Context: an optimization exercise on an open-source flow, tuned for small area and a short achievable clock period. The choices shown serve that exercise and are no tape-out recipe.
The RTL was checked by simulation tests, not by an equivalence proof against the original design.
No driver is modelled on the clock port, so clocking that relies on it looks cheaper here than on a real chip.
No activity file was given, so power comes from the tool's default toggle rates.

## design/flow/design.v

```verilog
`timescale 1ns / 1ps
module alu_top (
    input  logic        clk,
    input  logic [31:0] op1,
    input  logic [31:0] op2,
    input  logic [3:0]  alu_ctrl,
    output logic [31:0] alu_result,
    output logic        zero
    );
logic [31:0] op1_q;
logic [31:0] op2_q;
logic [3:0]  alu_ctrl_q;
logic [31:0] result_d;
logic        zero_d;
always_ff @(posedge clk)
begin
    op1_q      <= op1;
    op2_q      <= op2;
    alu_ctrl_q <= alu_ctrl;
    alu_result <= result_d;
    zero       <= zero_d;
end
alu computation (
    .op1(op1_q),
    .op2(op2_q),
    .alu_ctrl(alu_ctrl_q),
    .alu_result(result_d),
    .zero(zero_d)
    );
endmodule

`timescale 1ns / 1ps
module alu (
    input  logic [31:0] op1,
    input  logic [31:0] op2,
    input  logic [3:0]  alu_ctrl,
    output logic [31:0] alu_result,
    output logic        zero
    );
logic c3, c2, c1, c0;
assign {c3, c2, c1, c0} = alu_ctrl;
logic       big;
logic [4:0] sh;
assign big = |op2[31:5];
assign sh  = op2[4:0];
logic sel_add, sel_lt, sel_xor, sel_or, sel_and, sel_sr, sel_sll, sra_big;
assign sel_add = ~c2 & ~c1 & ~c0;                        
assign sel_sll = ~c3 & ~c2 & ~c1 &  c0 & ~big;           
assign sel_lt  = ~c3 & ~c2 &  c1;                        
assign sel_xor = ~c3 &  c2 & ~c1 & ~c0;                  
assign sel_sr  =        c2 & ~c1 &  c0 & ~big;           
assign sel_or  = ~c3 &  c2 &  c1 & ~c0;                  
assign sel_and = ~c3 &  c2 &  c1 &  c0;                  
assign sra_big =  c3 &  c2 & ~c1 &  c0 & big & op1[31];  
logic        sub;
logic [31:0] bx, p, g;
assign sub = c3 | c1;                                    
assign bx  = op2 ^ {32{sub}};
assign p   = op1 ^ bx;
assign g   = op1 & bx;
logic [31:0] cin_v, sum;
logic        cout;
logic g0c;
assign g0c = g[0] | (p[0] & sub);
logic G1_1, P1_1;
assign G1_1 = g[1] | (p[1] & g0c);
assign P1_1 = p[1] & p[0];
logic G1_3, P1_3;
assign G1_3 = g[3] | (p[3] & g[2]);
assign P1_3 = p[3] & p[2];
logic G1_5, P1_5;
assign G1_5 = g[5] | (p[5] & g[4]);
assign P1_5 = p[5] & p[4];
logic G1_7, P1_7;
assign G1_7 = g[7] | (p[7] & g[6]);
assign P1_7 = p[7] & p[6];
logic G1_9, P1_9;
assign G1_9 = g[9] | (p[9] & g[8]);
assign P1_9 = p[9] & p[8];
logic G1_11, P1_11;
assign G1_11 = g[11] | (p[11] & g[10]);
assign P1_11 = p[11] & p[10];
logic G1_13, P1_13;
assign G1_13 = g[13] | (p[13] & g[12]);
assign P1_13 = p[13] & p[12];
logic G1_15, P1_15;
assign G1_15 = g[15] | (p[15] & g[14]);
assign P1_15 = p[15] & p[14];
logic G1_17, P1_17;
assign G1_17 = g[17] | (p[17] & g[16]);
assign P1_17 = p[17] & p[16];
logic G1_19, P1_19;
assign G1_19 = g[19] | (p[19] & g[18]);
assign P1_19 = p[19] & p[18];
logic G1_21, P1_21;
assign G1_21 = g[21] | (p[21] & g[20]);
assign P1_21 = p[21] & p[20];
logic G1_23, P1_23;
assign G1_23 = g[23] | (p[23] & g[22]);
assign P1_23 = p[23] & p[22];
logic G1_25, P1_25;
assign G1_25 = g[25] | (p[25] & g[24]);
assign P1_25 = p[25] & p[24];
logic G1_27, P1_27;
assign G1_27 = g[27] | (p[27] & g[26]);
assign P1_27 = p[27] & p[26];
logic G1_29, P1_29;
assign G1_29 = g[29] | (p[29] & g[28]);
assign P1_29 = p[29] & p[28];
logic G1_31, P1_31;
assign G1_31 = g[31] | (p[31] & g[30]);
assign P1_31 = p[31] & p[30];
logic G2_3, P2_3;
assign G2_3 = G1_3 | (P1_3 & G1_1);
assign P2_3 = P1_3 & P1_1;
logic G2_7, P2_7;
assign G2_7 = G1_7 | (P1_7 & G1_5);
assign P2_7 = P1_7 & P1_5;
logic G2_11, P2_11;
assign G2_11 = G1_11 | (P1_11 & G1_9);
assign P2_11 = P1_11 & P1_9;
logic G2_15, P2_15;
assign G2_15 = G1_15 | (P1_15 & G1_13);
assign P2_15 = P1_15 & P1_13;
logic G2_19, P2_19;
assign G2_19 = G1_19 | (P1_19 & G1_17);
assign P2_19 = P1_19 & P1_17;
logic G2_23, P2_23;
assign G2_23 = G1_23 | (P1_23 & G1_21);
assign P2_23 = P1_23 & P1_21;
logic G2_27, P2_27;
assign G2_27 = G1_27 | (P1_27 & G1_25);
assign P2_27 = P1_27 & P1_25;
logic G2_31, P2_31;
assign G2_31 = G1_31 | (P1_31 & G1_29);
assign P2_31 = P1_31 & P1_29;
logic G3_7, P3_7;
assign G3_7 = G2_7 | (P2_7 & G2_3);
assign P3_7 = P2_7 & P2_3;
logic G3_15, P3_15;
assign G3_15 = G2_15 | (P2_15 & G2_11);
assign P3_15 = P2_15 & P2_11;
logic G3_23, P3_23;
assign G3_23 = G2_23 | (P2_23 & G2_19);
assign P3_23 = P2_23 & P2_19;
logic G3_31, P3_31;
assign G3_31 = G2_31 | (P2_31 & G2_27);
assign P3_31 = P2_31 & P2_27;
logic G4_15, P4_15;
assign G4_15 = G3_15 | (P3_15 & G3_7);
assign P4_15 = P3_15 & P3_7;
logic G4_31, P4_31;
assign G4_31 = G3_31 | (P3_31 & G3_23);
assign P4_31 = P3_31 & P3_23;
logic G5_31, P5_31;
assign G5_31 = G4_31 | (P4_31 & G4_15);
assign P5_31 = P4_31 & P4_15;
logic G6_23, P6_23;
assign G6_23 = G3_23 | (P3_23 & G4_15);
assign P6_23 = P3_23 & P4_15;
logic G7_11, P7_11;
assign G7_11 = G2_11 | (P2_11 & G3_7);
assign P7_11 = P2_11 & P3_7;
logic G7_19, P7_19;
assign G7_19 = G2_19 | (P2_19 & G4_15);
assign P7_19 = P2_19 & P4_15;
logic G7_27, P7_27;
assign G7_27 = G2_27 | (P2_27 & G6_23);
assign P7_27 = P2_27 & P6_23;
logic G8_5, P8_5;
assign G8_5 = G1_5 | (P1_5 & G2_3);
assign P8_5 = P1_5 & P2_3;
logic G8_9, P8_9;
assign G8_9 = G1_9 | (P1_9 & G3_7);
assign P8_9 = P1_9 & P3_7;
logic G8_13, P8_13;
assign G8_13 = G1_13 | (P1_13 & G7_11);
assign P8_13 = P1_13 & P7_11;
logic G8_17, P8_17;
assign G8_17 = G1_17 | (P1_17 & G4_15);
assign P8_17 = P1_17 & P4_15;
logic G8_21, P8_21;
assign G8_21 = G1_21 | (P1_21 & G7_19);
assign P8_21 = P1_21 & P7_19;
logic G8_25, P8_25;
assign G8_25 = G1_25 | (P1_25 & G6_23);
assign P8_25 = P1_25 & P6_23;
logic G8_29, P8_29;
assign G8_29 = G1_29 | (P1_29 & G7_27);
assign P8_29 = P1_29 & P7_27;
logic G9_2, P9_2;
assign G9_2 = g[2] | (p[2] & G1_1);
assign P9_2 = p[2] & P1_1;
logic G9_4, P9_4;
assign G9_4 = g[4] | (p[4] & G2_3);
assign P9_4 = p[4] & P2_3;
logic G9_6, P9_6;
assign G9_6 = g[6] | (p[6] & G8_5);
assign P9_6 = p[6] & P8_5;
logic G9_8, P9_8;
assign G9_8 = g[8] | (p[8] & G3_7);
assign P9_8 = p[8] & P3_7;
logic G9_10, P9_10;
assign G9_10 = g[10] | (p[10] & G8_9);
assign P9_10 = p[10] & P8_9;
logic G9_12, P9_12;
assign G9_12 = g[12] | (p[12] & G7_11);
assign P9_12 = p[12] & P7_11;
logic G9_14, P9_14;
assign G9_14 = g[14] | (p[14] & G8_13);
assign P9_14 = p[14] & P8_13;
logic G9_16, P9_16;
assign G9_16 = g[16] | (p[16] & G4_15);
assign P9_16 = p[16] & P4_15;
logic G9_18, P9_18;
assign G9_18 = g[18] | (p[18] & G8_17);
assign P9_18 = p[18] & P8_17;
logic G9_20, P9_20;
assign G9_20 = g[20] | (p[20] & G7_19);
assign P9_20 = p[20] & P7_19;
logic G9_22, P9_22;
assign G9_22 = g[22] | (p[22] & G8_21);
assign P9_22 = p[22] & P8_21;
logic G9_24, P9_24;
assign G9_24 = g[24] | (p[24] & G6_23);
assign P9_24 = p[24] & P6_23;
logic G9_26, P9_26;
assign G9_26 = g[26] | (p[26] & G8_25);
assign P9_26 = p[26] & P8_25;
logic G9_28, P9_28;
assign G9_28 = g[28] | (p[28] & G7_27);
assign P9_28 = p[28] & P7_27;
logic G9_30, P9_30;
assign G9_30 = g[30] | (p[30] & G8_29);
assign P9_30 = p[30] & P8_29;
assign cin_v = {G9_30, G8_29, G9_28, G7_27, G9_26, G8_25, G9_24, G6_23, G9_22, G8_21, G9_20, G7_19, G9_18, G8_17, G9_16, G4_15, G9_14, G8_13, G9_12, G7_11, G9_10, G8_9, G9_8, G3_7, G9_6, G8_5, G9_4, G2_3, G9_2, G1_1, g0c, sub};
assign sum   = p ^ cin_v;
assign cout  = G5_31;
logic lt;
assign lt = ~cout ^ (~c0 & (op1[31] ^ op2[31]));
logic [31:0] a_rev, x, r, r_rev;
logic        fill;
for (genvar k = 0; k < 32; k++) begin : rv
    assign a_rev[k] = op1[31-k];
    assign r_rev[k] = r[31-k];
end
assign x    = c2 ? op1 : a_rev;                           
assign fill = c3 & op1[31];                               
always_comb begin
    r = x;
    if (sh[0]) r = {{1{fill}},  r[31:1]};
    if (sh[1]) r = {{2{fill}},  r[31:2]};
    if (sh[2]) r = {{4{fill}},  r[31:4]};
    if (sh[3]) r = {{8{fill}},  r[31:8]};
    if (sh[4]) r = {{16{fill}}, r[31:16]};
end
logic [31:0] res_other;
assign res_other  = ({32{sel_xor}} & p)
                  | ({32{sel_or}}  & (op1 | op2))
                  | ({32{sel_and}} & (op1 & op2))
                  | ({32{sel_sr}}  & r)
                  | ({32{sel_sll}} & r_rev)
                  | {32{sra_big}};
assign alu_result = ({32{sel_add}} & sum) | res_other | {31'b0, sel_lt & lt};
logic [31:0] zk, keep;
logic        zero_add, zero_sh, zero_lg;
assign zk       = {op1[30:0] | bx[30:0], sub};
assign zero_add = &(p ~^ zk);
for (genvar k = 0; k < 32; k++) begin : th
    assign keep[k] = (k >= sh);
end
assign zero_sh  = ~|(x & keep);
assign zero_lg  = ~|(({32{sel_xor}} & p) | ({32{sel_or}} & (op1 | op2)) | ({32{sel_and}} & (op1 & op2)));
assign zero     = sel_add ? zero_add
                : sel_lt  ? ~lt
                : (sel_sr | sel_sll) ? zero_sh
                : sra_big ? 1'b0
                : zero_lg;
endmodule
```

## design/flow/flow/run.sh

```bash
#!/bin/bash
# Own layout flow: the standard ORFS flow (standard.sh), run in two parts,
# with these changes:
#  - ADDER_MAP_FILE empty: Yosys does not extract half/full adder cells before
#    ABC, so ABC maps the adder logic itself (smaller and faster here);
#  - port buffers are sky130_fd_sc_hd__buf_1 instead of ORFS's default choice
#    (every port still gets its buffer);
#  - CTS inserts no dummy loads (CTS_ARGS: ORFS's default arguments plus
#    -dont_use_dummy_load).
# Synthesis script, registers, clock and constraints are otherwise the standard flow's own.
# Each make step writes its own log under orfs/logs; standard.sh's output goes
# to standard_cts.log and standard_finish.log here.
set -euo pipefail
export ADDER_MAP_FILE=
export BUFFER_PORTS_ARGS="-buffer_cell sky130_fd_sc_hd__buf_1"
export POST_CTS_TCL="$PWD/flow/post_cts.tcl"
export SKIP_CTS_REPAIR_TIMING=1
export CTS_ARGS="-sink_clustering_enable -repair_clock_nets -dont_use_dummy_load"
export SKEW_CELLS="sky130_fd_sc_hd__clkbuf_2 sky130_fd_sc_hd__clkbuf_4"
export SKEW_MAX_FANOUT=6
export SKEW_EARLY=3
export SKEW_EARLY_CELL=sky130_fd_sc_hd__clkbuf_16
SETUP_SLACK_MARGIN=4.65 bash standard.sh cts > standard_cts.log 2>&1
SETUP_SLACK_MARGIN=4.55 bash standard.sh finish > standard_finish.log 2>&1
```

## design/flow/flow/post_cts.tcl

```tcl
# Useful skew for the ALU's register-to-register paths. After CTS, each leaf
# clock net that reaches result registers (alu_result, zero) drives them
# through a short chain of clock buffers, so their clock arrives later than the
# operand registers'. This helps the operand -> result paths inside the design
# only: the result -> output port paths see the later clock and get slower.
# CTS's own timing repair is skipped (SKIP_CTS_REPAIR_TIMING=1) and run here,
# after the change, as cts.tcl would have.
set block [ord::get_db_block]
set db [ord::get_db]
set cells $::env(SKEW_CELLS)
set groups [dict create]
foreach inst [$block getInsts] {
  set name [$inst getName]
  if {[string match "alu_result*" $name] || [string match "zero*" $name]} {
    set it [$inst findITerm CLK]
    if {$it == "NULL"} continue
    dict lappend groups [[$it getNet] getName] $it
  }
}
set k 0
dict for {netname iterms} $groups {
  set src [$block findNet $netname]
  set sx 0; set sy 0
  foreach it $iterms {
    set loc [[$it getInst] getLocation]
    set sx [expr $sx + [lindex $loc 0]]; set sy [expr $sy + [lindex $loc 1]]
  }
  set n [llength $iterms]
  set x [expr int($sx / $n)]; set y [expr int($sy / $n)]
  # all but the last buffer are shared by the leaf's result registers; the
  # last one drives at most SKEW_MAX_FANOUT of them (nearest by x), to keep
  # the clock pins' slew low
  set j 0
  foreach c [lrange $cells 0 end-1] {
    set dst [odb::dbNet_create $block "clk_skew_${k}_${j}"]
    $dst setSigType CLOCK
    set b [odb::dbInst_create $block [$db findMaster $c] "clk_skew_buf_${k}_${j}"]
    [$b findITerm A] connect $src
    [$b findITerm X] connect $dst
    $b setLocation $x $y
    $b setPlacementStatus PLACED
    set src $dst
    incr j
  }
  set sorted [lsort -command {apply {{a b} {expr {[lindex [[$a getInst] getLocation] 0] - [lindex [[$b getInst] getLocation] 0]}}}} $iterms]
  set maxf $::env(SKEW_MAX_FANOUT)
  set nchunk [expr {($n + $maxf - 1) / $maxf}]
  set per [expr {($n + $nchunk - 1) / $nchunk}]
  for {set ci 0} {$ci < $nchunk} {incr ci} {
    set chunk [lrange $sorted [expr {$ci * $per}] [expr {($ci + 1) * $per - 1}]]
    if {[llength $chunk] == 0} continue
    set cx 0; set cy 0
    foreach it $chunk {
      set loc [[$it getInst] getLocation]
      set cx [expr $cx + [lindex $loc 0]]; set cy [expr $cy + [lindex $loc 1]]
    }
    set dst [odb::dbNet_create $block "clk_skew_${k}_${j}_${ci}"]
    $dst setSigType CLOCK
    set b [odb::dbInst_create $block [$db findMaster [lindex $cells end]] "clk_skew_buf_${k}_${j}_${ci}"]
    [$b findITerm A] connect $src
    [$b findITerm X] connect $dst
    $b setLocation [expr int($cx / [llength $chunk])] [expr int($cy / [llength $chunk])]
    $b setPlacementStatus PLACED
    foreach it $chunk { $it disconnect; $it connect $dst }
  }
  puts "skew: leaf $netname -> $n result registers through [llength $cells] buffer(s), $nchunk last-stage buffer(s)"
  incr k
}
# Optionally the operand registers (op1_q, op2_q, alu_ctrl_q) are taken off
# the CTS tree and driven by SKEW_EARLY clock buffers straight from the clock
# port's net, so their clock arrives earlier: again this helps only the
# operand -> result paths; the input port -> operand paths get less time.
if {[info exists ::env(SKEW_EARLY)] && $::env(SKEW_EARLY) > 0} {
  set ops {}
  foreach inst [$block getInsts] {
    set name [$inst getName]
    if {[string match "op1_q*" $name] || [string match "op2_q*" $name] || [string match "alu_ctrl_q*" $name]} {
      lappend ops [$inst findITerm CLK]
    }
  }
  set portnet [$block findNet clk]
  set ne $::env(SKEW_EARLY)
  # split by y into ne bands
  set sorted [lsort -command {apply {{a b} {expr {[lindex [[$a getInst] getLocation] 1] - [lindex [[$b getInst] getLocation] 1]}}}} $ops]
  set n [llength $sorted]
  set per [expr {($n + $ne - 1) / $ne}]
  for {set ci 0} {$ci < $ne} {incr ci} {
    set chunk [lrange $sorted [expr {$ci * $per}] [expr {($ci + 1) * $per - 1}]]
    if {[llength $chunk] == 0} continue
    set cx 0; set cy 0
    foreach it $chunk {
      set loc [[$it getInst] getLocation]
      set cx [expr $cx + [lindex $loc 0]]; set cy [expr $cy + [lindex $loc 1]]
    }
    set dst [odb::dbNet_create $block "clk_early_${ci}"]
    $dst setSigType CLOCK
    set b [odb::dbInst_create $block [$db findMaster $::env(SKEW_EARLY_CELL)] "clk_early_buf_${ci}"]
    [$b findITerm A] connect $portnet
    [$b findITerm X] connect $dst
    $b setLocation [expr int($cx / [llength $chunk])] [expr int($cy / [llength $chunk])]
    $b setPlacementStatus PLACED
    foreach it $chunk { $it disconnect; $it connect $dst }
  }
  puts "skew: $n operand registers on $ne early clock buffer(s)"
}
global_connect
detailed_placement
estimate_parasitics -placement
repair_timing_helper
detailed_placement
check_placement -verbose
estimate_parasitics -placement
report_worst_slack
```

## design/flow/standard.sh

```bash
#!/bin/bash
# synth_recipe.tcl (not shown) runs the flow's synth.tcl, then flattens the netlist and writes it again
# the make line also repeats each setting of config.mk as NAME=value (left out here)
make -C /OpenROAD-flow-scripts/flow DESIGN_CONFIG=/design/flow/config.mk WORK_HOME=/design/flow/orfs CLKGATE_MAP_FILE= SYNTH_SCRIPT=/design/flow/synth_recipe.tcl "${@:-finish}"
```

## design/flow/config.mk

```make
export PLATFORM = sky130hd
export DESIGN_NAME = alu_top
export DESIGN_NICKNAME = alu_top
export VERILOG_FILES = /design/flow/design.v
export SDC_FILE = /design/flow/constraint.sdc
export NUM_CORES = 4
export LEC_CHECK = 0
export ABC_AREA = 1
export CAP_MARGIN = 20
export CORE_MARGIN = 2
export CORE_UTILIZATION = 55
export PLACE_DENSITY = 0.7
export SLEW_MARGIN = 20
```

## design/flow/constraint.sdc

```tcl
create_clock -name core_clock -period 7.0 [get_ports {clk}]
set_input_delay 1.4000 -clock core_clock [delete_from_list [all_inputs] [get_ports {clk}]]
set_output_delay 1.4000 -clock core_clock [all_outputs]
set_load 0.01 [all_outputs]
```

==> flow_metrics.py, run 1 <==
metrics = {
    "detailed_routing": {
        "post_drt_via_cell_ratio": 6.32,
        "avgRoutedWirePerCell_um": 21.8,
        "routed_wirelength_um": 35900,
        "dr.pass1.iters": 6,
        "detail_route.drc_violations": 0,
        "number_of_vias_in_the_routed_layout": 10400,
        "route.antenna.remaining_nets": 0,
        "drt_iter0_markers": 1553,
    },
    "floorplan": {
        "core_region_area_um2": 15000,
        "placementRows": 45,
        "die_width_um": 127,
        "floorplan.die_area_um2": 16200,
        "initial_core_utilization_pct": 55.6,
        "die_height_um": 127,
        "boundaryPins": 102,
    },
    "timing": {
        "max_slew_margin_pct": 52.1,
        "final-setup-viol-count": 0,
        "final.setup_skew_ns": 0.463,
        "measured_slew_at_the_worst_slew_check_pin_ns": 0.714,
        "setup_ws_ns": 4.53,
        "totalNegativeSetupSlack_ns": 0,
        "final-hold-violation-count": 0,
        "max_freq_ghz": 0.404,
        "report.final.slew_viol_count": 0,
        "final.min_clock_period_ns": 2.47,
        "layout_worst_path_cycle_share_pct": 35.4,
        "rsz0062_at_grt": "yes",
        "fin_hold_ws_ns": 0.323,
    },
    "power_and_ir_drop": {
        "switching_share_pct": 37.2,
        "power.clock.fraction_pct": 31.0,
        "power-per-cell-area_nw_per_um2": 194,
        "power_mw": 1.86,
        "power_switching_mw": 0.691,
        "p_leak_nw": 4.38,
        "power.sequential.fraction_pct": 35.4,
        "power.internal_mw": 1.17,
        "power.ir.vdd_worst_uv": 270,
        "pwr-share-comb_pct": 33.6,
    },
    "critical_path": {
        "critical_path.top_delay_family": "flip-flops",
        "critPathMaxFanout": 1,
        "critical_path.endpoint_type": "output pin",
        "cp_data_arrival_time_ns": 1.07,
        "critPathSlowestCell": "sky130_fd_sc_hd__dfxtp_2",
        "startpoint_type": "flop",
        "worstPathRequired_ns": 5.60,
        "path_cells": "buf_6",
        "cp_num_buf_inv": 1,
        "cpPeakStageDelay_ns": 0.37,
        "critPathKind": "reg2out",
    },
    "layout": {
        "areaGrowthSynthToFinish_pct": 14.5,
        "diode_insertion_count_for_antenna_repair": 0,
        "finish.cell_count_without_fillers": 1644,
        "multi_input_area_um2": 5640,
        "fillers": 1464,
        "layout.area.seq_um2": 2060,
        "finalNetCount": 1527,
        "share_of_final_layout_standard_cells_stronger_than_drive_strength_1_pct": 15.3,
        "utilization_pct": 63.7,
        "fin_area_um2": 9580,
    },
    "synthesis": {
        "post_synth.cell_area_avg_um2": 6.08,
        "post-synth-top-area-cell": "sky130_fd_sc_hd__dfxtp_1",
        "cell_types_with_the_largest_area_share_after_synthesis": "sky130_fd_sc_hd__dfxtp_1 24%, sky130_fd_sc_hd__nand2_1 17%, sky130_fd_sc_hd__o21ai_0 10%",
        "post_synth_num_cell_types": 57,
        "netlist_area_um2": 8360,
        "synth.ff_latch_count": 101,
        "synth.yosys.warnings": 2,
        "yosys-top-cells-count": "386 x sky130_fd_sc_hd__nand2_1, 172 x sky130_fd_sc_hd__o21ai_0, 119 x sky130_fd_sc_hd__inv_1",
        "syn_inst": 1375,
        "ys.flop_type": "sky130_fd_sc_hd__dfxtp_1",
        "synth_seq_area_share_pct": 24.2,
        "synth_top_cell_area_share_pct": 24.2,
        "fraction_of_registers_with_async_set_reset_pct": 0,
        "synth-edff-count": 0,
        "syn_nets": 1444,
        "synth.most_common_cell": "sky130_fd_sc_hd__nand2_1",
    },
    "clocking": {
        "insertion_delay_ns": 0.60,
        "path_clk_slew_ns": 0.10,
        "cts_tree": "done",
        "cts.sinks": 101,
    },
    "global_routing": {
        "grt_util_all_layers_pct": 43.0,
        "grt_start_max_net_pins": 61,
        "global_route.overflow_total": 0,
        "antenna_found_initial": 0,
        "wire_length_of_the_first_global_routing_pass_um": 52500,
        "via_count_of_the_first_global_routing_pass": 9097,
    },
    "status": {
        "run_status": "timing/DRC/antenna clean",
    },
    "run": {
        "max_cap_viol_count": 0,
    },
    "placement": {
        "place.gp.congestion": 1.03,
        "buffer_ports.inserted": 101,
        "post-dp-hpwl_um": 27100,
        "dp_cells": 1611,
        "post_dp_cell_area_um2": 8760,
        "pre_cts_ws_ns": 2.98,
    },
    "worst_hold_path": {
        "hold_class": "reg2reg",
    },
}
[power by group through the flow]
stage / Combinational, mW / Sequential (mW) / Clock, mW
after global routing: 0.670 / 0.661 / 0.603
after detailed placement: 0.553 / 0.669 / 0
final: 0.624 / 0.657 / 0.576
after floorplan: 0.386 / 0.660 / 0
after global placement: 0.552 / 0.668 / 0
[cell usage in the layout (no fill, tap or decap), drive strengths merged, types with 9 or more instances in the layout]
| master | Yosys | routed |
|---|---|---|
| nor4 | 9 | 9 |
| o211ai | 13 | 13 |
| dfxtp | 101 | 101 |
| inv | 131 | 131 |
| mux2i | 13 | 13 |
| o22ai | 39 | 39 |
| nand3 | 78 | 78 |
| nor2 | 102 | 102 |
| nand4 | 22 | 22 |
| or2 | 10 | 10 |
| clkbuf | 41 | 25 |
| o2111ai | 13 | 13 |
| nor3 | 15 | 15 |
| buf | 23 | 119 |
| xor2 | 16 | 16 |
| nand2 | 443 | 444 |
| o21ai | 180 | 180 |
| a21oi | 76 | 76 |
[state kept, by name (all words and copies together), names as in the netlist]
name and cells:
alu_ctrl_q 4, alu_result 32, op1_q 32, op2_q 32, zero 1
[metal layers]
metal / up-vias / part of all wire [%] / global-route usage [%]
li1: 4783 / - / -
met1: 4647 / 40 / 61.2
met2: 844 / 39 / 57.6
met3: 124 / 16 / 14.9
met4: 0 / 5.6 / 20.3
met5: - / 0 / 0
[layout make-up, clock buffers not listed]
cell class / count / area share, %
multi-input combinational: 1076 / 58.9
timing repair buffer: 121 / 7.67
buffer: 14 / 1.54
sequential: 101 / 21.5
tap: 188 / 2.46
inverter: 135 / 5.64
[path summary, 6_finish.rpt]
kind                                             start                      to  slack [ns]  cells after the start
worst max register to register   alu_ctrl_q[2]$_DFF_P_  alu_result[12]$_DFF_P_        4.60                     11
worst max-delay path            alu_result[11]$_DFF_P_          alu_result[11]        4.53                      1
worst min register to register       op1_q[14]$_DFF_P_  alu_result[15]$_DFF_P_        0.32                      5
worst min-delay path                 op1_q[14]$_DFF_P_  alu_result[15]$_DFF_P_        0.32                      5
[logic make-up after synthesis]
group | after synthesis | synth area share [%]
AND/OR/NAND/NOR | 680 | 36.7
AO/OA/AOI/OAI | 362 | 25.0
buffers and inverters | 199 | 9.77
flip-flops | 101 | 24.2
XOR/XNOR | 19 | 2.62
multiplexers | 13 | 1.56
adder cells (fa/ha/maj) | 1 | 0.120
==> run 2: changes to the inputs <==
--- a/design/flow/flow/run.sh
+++ b/design/flow/flow/run.sh
@@ -7,7 +7,2 @@
 #    (every port still gets its buffer);
-#  - CTS inserts no dummy loads (CTS_ARGS: ORFS's default arguments plus
-#    -dont_use_dummy_load).
-# Synthesis script, registers, clock and constraints are otherwise the standard flow's own.
-# Each make step writes its own log under orfs/logs; standard.sh's output goes
-# to standard_cts.log and standard_finish.log here.
 set -euo pipefail
@@ -17,3 +12,2 @@
 export SKIP_CTS_REPAIR_TIMING=1
-export CTS_ARGS="-sink_clustering_enable -repair_clock_nets -dont_use_dummy_load"
 export SKEW_CELLS="sky130_fd_sc_hd__clkbuf_2 sky130_fd_sc_hd__clkbuf_4"
--- a/design/flow/config.mk
+++ b/design/flow/config.mk
@@ -10,4 +10,4 @@
 export CORE_MARGIN = 2
-export CORE_UTILIZATION = 55
-export PLACE_DENSITY = 0.7
+export CORE_UTILIZATION = 40
+export PLACE_DENSITY = 0.6
 export SLEW_MARGIN = 20
==> flow_metrics.py, run 2 <==
metrics = {
    "power_and_ir_drop": {
        "power-per-cell-area_nw_per_um2": 200,
        "p_leak_nw": 4.40,
        "power.ir.vdd_worst_uv": 193,
    },
    "synthesis": {
        "yosys-top-cells-count": "386 x sky130_fd_sc_hd__nand2_1, 172 x sky130_fd_sc_hd__o21ai_0, 119 x sky130_fd_sc_hd__inv_1",
        "syn_nets": 1444,
        "ys.flop_type": "sky130_fd_sc_hd__dfxtp_1",
        "syn_inst": 1375,
        "synth-edff-count": 0,
        "cell_types_with_the_largest_area_share_after_synthesis": "sky130_fd_sc_hd__dfxtp_1 24%, sky130_fd_sc_hd__nand2_1 17%, sky130_fd_sc_hd__o21ai_0 10%",
        "synth.most_common_cell": "sky130_fd_sc_hd__nand2_1",
        "post_synth.cell_area_avg_um2": 6.08,
        "post_synth_num_cell_types": 57,
        "synth_seq_area_share_pct": 24.2,
        "fraction_of_registers_with_async_set_reset_pct": 0,
        "synth.yosys.warnings": 2,
        "post-synth-top-area-cell": "sky130_fd_sc_hd__dfxtp_1",
        "synth_top_cell_area_share_pct": 24.2,
        "synth.ff_latch_count": 101,
        "netlist_area_um2": 8360,
    },
    "critical_path": {
        "worstSetupEndpoint": "alu_result[21]$_DFF_P_",
        "startpoint_type": "flop",
        "worstReg2RegStart": "alu_ctrl_q[2]$_DFF_P_",
        "critical_path.endpoint_type": "flop",
        "timing.reg2reg.worst_path_depth": 11,
        "crit_start": "alu_ctrl_q[2]$_DFF_P_",
        "critPathKind": "reg2reg",
        "cp_data_arrival_time_ns": 3.06,
        "critPathMaxFanout": 62,
        "reg_to_reg_setup_timing_slack_ns": 4.49,
        "worstPathRequired_ns": 7.56,
        "worstReg2RegEnd": "alu_result[21]$_DFF_P_",
    },
    "layout": {
        "most-common-layout-cells": "385 x sky130_fd_sc_hd__nand2_1, 153 x sky130_fd_sc_hd__o21ai_0, 118 x sky130_fd_sc_hd__inv_1",
        "largestRegisters": "alu_result (32), op1_q (32), op2_q (32)",
        "diode_insertion_count_for_antenna_repair": 0,
        "areaGrowthSynthToFinish_pct": 16.2,
        "commonest_non_fill_non_tap_cell_in_the_layout": "sky130_fd_sc_hd__nand2_1",
        "fillers": 2209,
        "finalNetCount": 1527,
        "utilization_pct": 47.7,
        "share_of_final_layout_standard_cells_stronger_than_drive_strength_1_pct": 15.5,
    },
    "floorplan": {
        "placementRows": 52,
        "boundaryPins": 102,
        "core_region_area_um2": 20400,
        "die_height_um": 149,
        "floorplan.die_area_um2": 22100,
        "die_width_um": 149,
        "initial_core_utilization_pct": 41.1,
    },
    "detailed_routing": {
        "routed_wirelength_um": 37000,
        "route.antenna.remaining_nets": 0,
        "drt_iter0_markers": 1396,
        "post_drt_via_cell_ratio": 5.75,
        "detail_route.drc_violations": 0,
        "dr.pass1.iters": 7,
        "number_of_vias_in_the_routed_layout": 9972,
        "avgRoutedWirePerCell_um": 21.3,
    },
    "timing": {
        "rsz0062_at_grt": "yes",
        "final-setup-viol-count": 0,
        "final-hold-violation-count": 0,
        "measured_slew_at_the_worst_slew_check_pin_ns": 0.748,
        "max_slew_margin_pct": 49.6,
        "layout_worst_path_cycle_share_pct": 35.8,
        "report.final.slew_viol_count": 0,
        "max_freq_ghz": 0.399,
        "final.setup_skew_ns": 0.501,
        "totalNegativeSetupSlack_ns": 0,
        "final.min_clock_period_ns": 2.51,
    },
    "global_routing": {
        "global_route.overflow_total": 0,
        "groute.layer.met2.usage_pct": 45.3,
        "grt_util_all_layers_pct": 33.4,
        "antenna_found_initial": 0,
        "gr-max-usage-layer": "met1",
        "wire_length_of_the_first_global_routing_pass_um": 54500,
        "grt_start_max_net_pins": 63,
        "grt.met3_usage_pct": 9.69,
        "via_count_of_the_first_global_routing_pass": 8852,
        "groute.layer.met1.usage_pct": 49.4,
    },
    "placement": {
        "place.gp.congestion": 1.01,
        "buffer_ports.inserted": 101,
        "post-dp-hpwl_um": 29000,
    },
    "clocking": {
        "cts.sinks": 101,
        "insertion_delay_ns": 0.64,
        "path_clk_slew_ns": 0.09,
        "cts_tree": "done",
    },
    "run": {
        "max_cap_viol_count": 0,
    },
    "worst_hold_path": {
        "hold_class": "reg2reg",
    },
    "status": {
        "run_status": "timing/DRC/antenna clean",
    },
}
## run 2: cell counts after synthesis
Identical to the previous run, type by type.
## run 2: how the worst min path moves through the flow
stage / from / to / slack [ns] / cells after the start
finish: op1_q[14]$_DFF_P_ / alu_result[15]$_DFF_P_ / 0.27 / 5
global placement: op1_q[14]$_DFF_P_ / alu_result[15]$_DFF_P_ / 0.75 / 5
detailed placement: op1_q[14]$_DFF_P_ / alu_result[15]$_DFF_P_ / 0.75 / 5
floorplan: op1_q[18]$_DFF_P_ / alu_result[19]$_DFF_P_ / 0.63 / 3
global route: op1_q[14]$_DFF_P_ / alu_result[15]$_DFF_P_ / 0.34 / 5
## run 2: area by class of cell, clock buffers not listed
| type | count | area [um^2] | area share (%) |
|---|---|---|---|
| inverters | 135 | 524 | 5.39 |
| well taps | 270 | 338 | 3.48 |
| flip-flops and latches | 101 | 2050 | 21.1 |
| clock inverters | 7 | 85.1 | 0.875 |
| multi-input cells | 1076 | 5590 | 57.6 |
| plain buffers | 13 | 143 | 1.47 |
| repair buffers | 122 | 759 | 7.82 |
## run 2: kinds of logic (layout without fill, tap and decap cells)
| kind of cell | count (synthesis) | count (layout) | synth area share [%] |
|---|---|---|---|
| mux | 13 | 13 | 1.56 |
| fa+ha+maj | 1 | 1 | 0.120 |
| xor+xnor | 19 | 19 | 2.62 |
| flops | 101 | 101 | 24.2 |
| compound gates | 362 | 362 | 25.0 |
| simple gates | 680 | 681 | 36.7 |
| buf+inv | 199 | 286 | 9.77 |
## run 2: critical path, stage by stage (launching register included)
cell and delay (ns):
sky130_fd_sc_hd__dfxtp_2 0.34, sky130_fd_sc_hd__buf_8 0.28, sky130_fd_sc_hd__inv_2 0.18, sky130_fd_sc_hd__o21ai_0 0.63, sky130_fd_sc_hd__mux2i_1 0.28, sky130_fd_sc_hd__o21ai_0 0.29
sky130_fd_sc_hd__o21ai_0 0.15, sky130_fd_sc_hd__o22ai_1 0.27, sky130_fd_sc_hd__a21oi_1 0.13, sky130_fd_sc_hd__o21ai_0 0.17, sky130_fd_sc_hd__a21oi_1 0.05, sky130_fd_sc_hd__o21ai_0 0.09
## run 2: per-layer routing
layer  vias to the layer above  wire length, um
li1                       4796                -
met2                       632            14200
met5                         -                0
met1                      4473            16700
met4                         0             1440
met3                        71             4600
## run 2: through the flow
step | hold slack (ns) | setup slack, ns | std cells | total power [mW] | area, um^2
2_1_floorplan | 0.630 | 4.84 | 1375 | 1.05 | 8360
5_1_grt | 0.339 | 4.47 | 1733 | 2.05 | 9720
6_report | 0.274 | 4.49 | 1733 | 1.95 | 9720
3_5_place_dp | 0.749 | 3.05 | 1696 | 1.23 | 8890
3_3_place_gp | 0.750 | 3.02 | 1696 | 1.24 | 8890
## run 2: report_power, final
| group | switching, mW | total, mW | internal [mW] |
|---|---|---|---|
| Combinational | 0.424 | 0.620 | 0.196 |
| Clock | 0.262 | 0.672 | 0.410 |
| Sequential | 0.0387 | 0.655 | 0.616 |
| Total | 0.725 | 1.95 | 1.22 |

what the ideal ports hide:
How much do the figures lean on ideal ports? The routed layouts below were timed once more, with nothing changed but the port constraints. Step 1: set_driving_cell puts a clkbuf_16 on clk and a buf_2 on each other input, an assumption about the parent block. Step 2, shift: input delay + t, output delay - t, t = (earliest + latest rising clock arrival at the registers) / 2. This alone moves slack from input paths to output paths. a / b / c = no drivers / after step 1 / after step 2; a / b = the first two.
run	t, ns	slack for setup (ns)	clock arrival spread, ns	cell pins on the clock port's net
run 1	0.459	4.525 / 4.438 / 4.604	0.463 / 0.464	4
run 2	0.481	4.493 / 4.426 / 4.493	0.501 / 0.501	4
In run 1 and run 2 the clock reaches the registers at very different times; t lies between them, and the last value is a rough guide only.
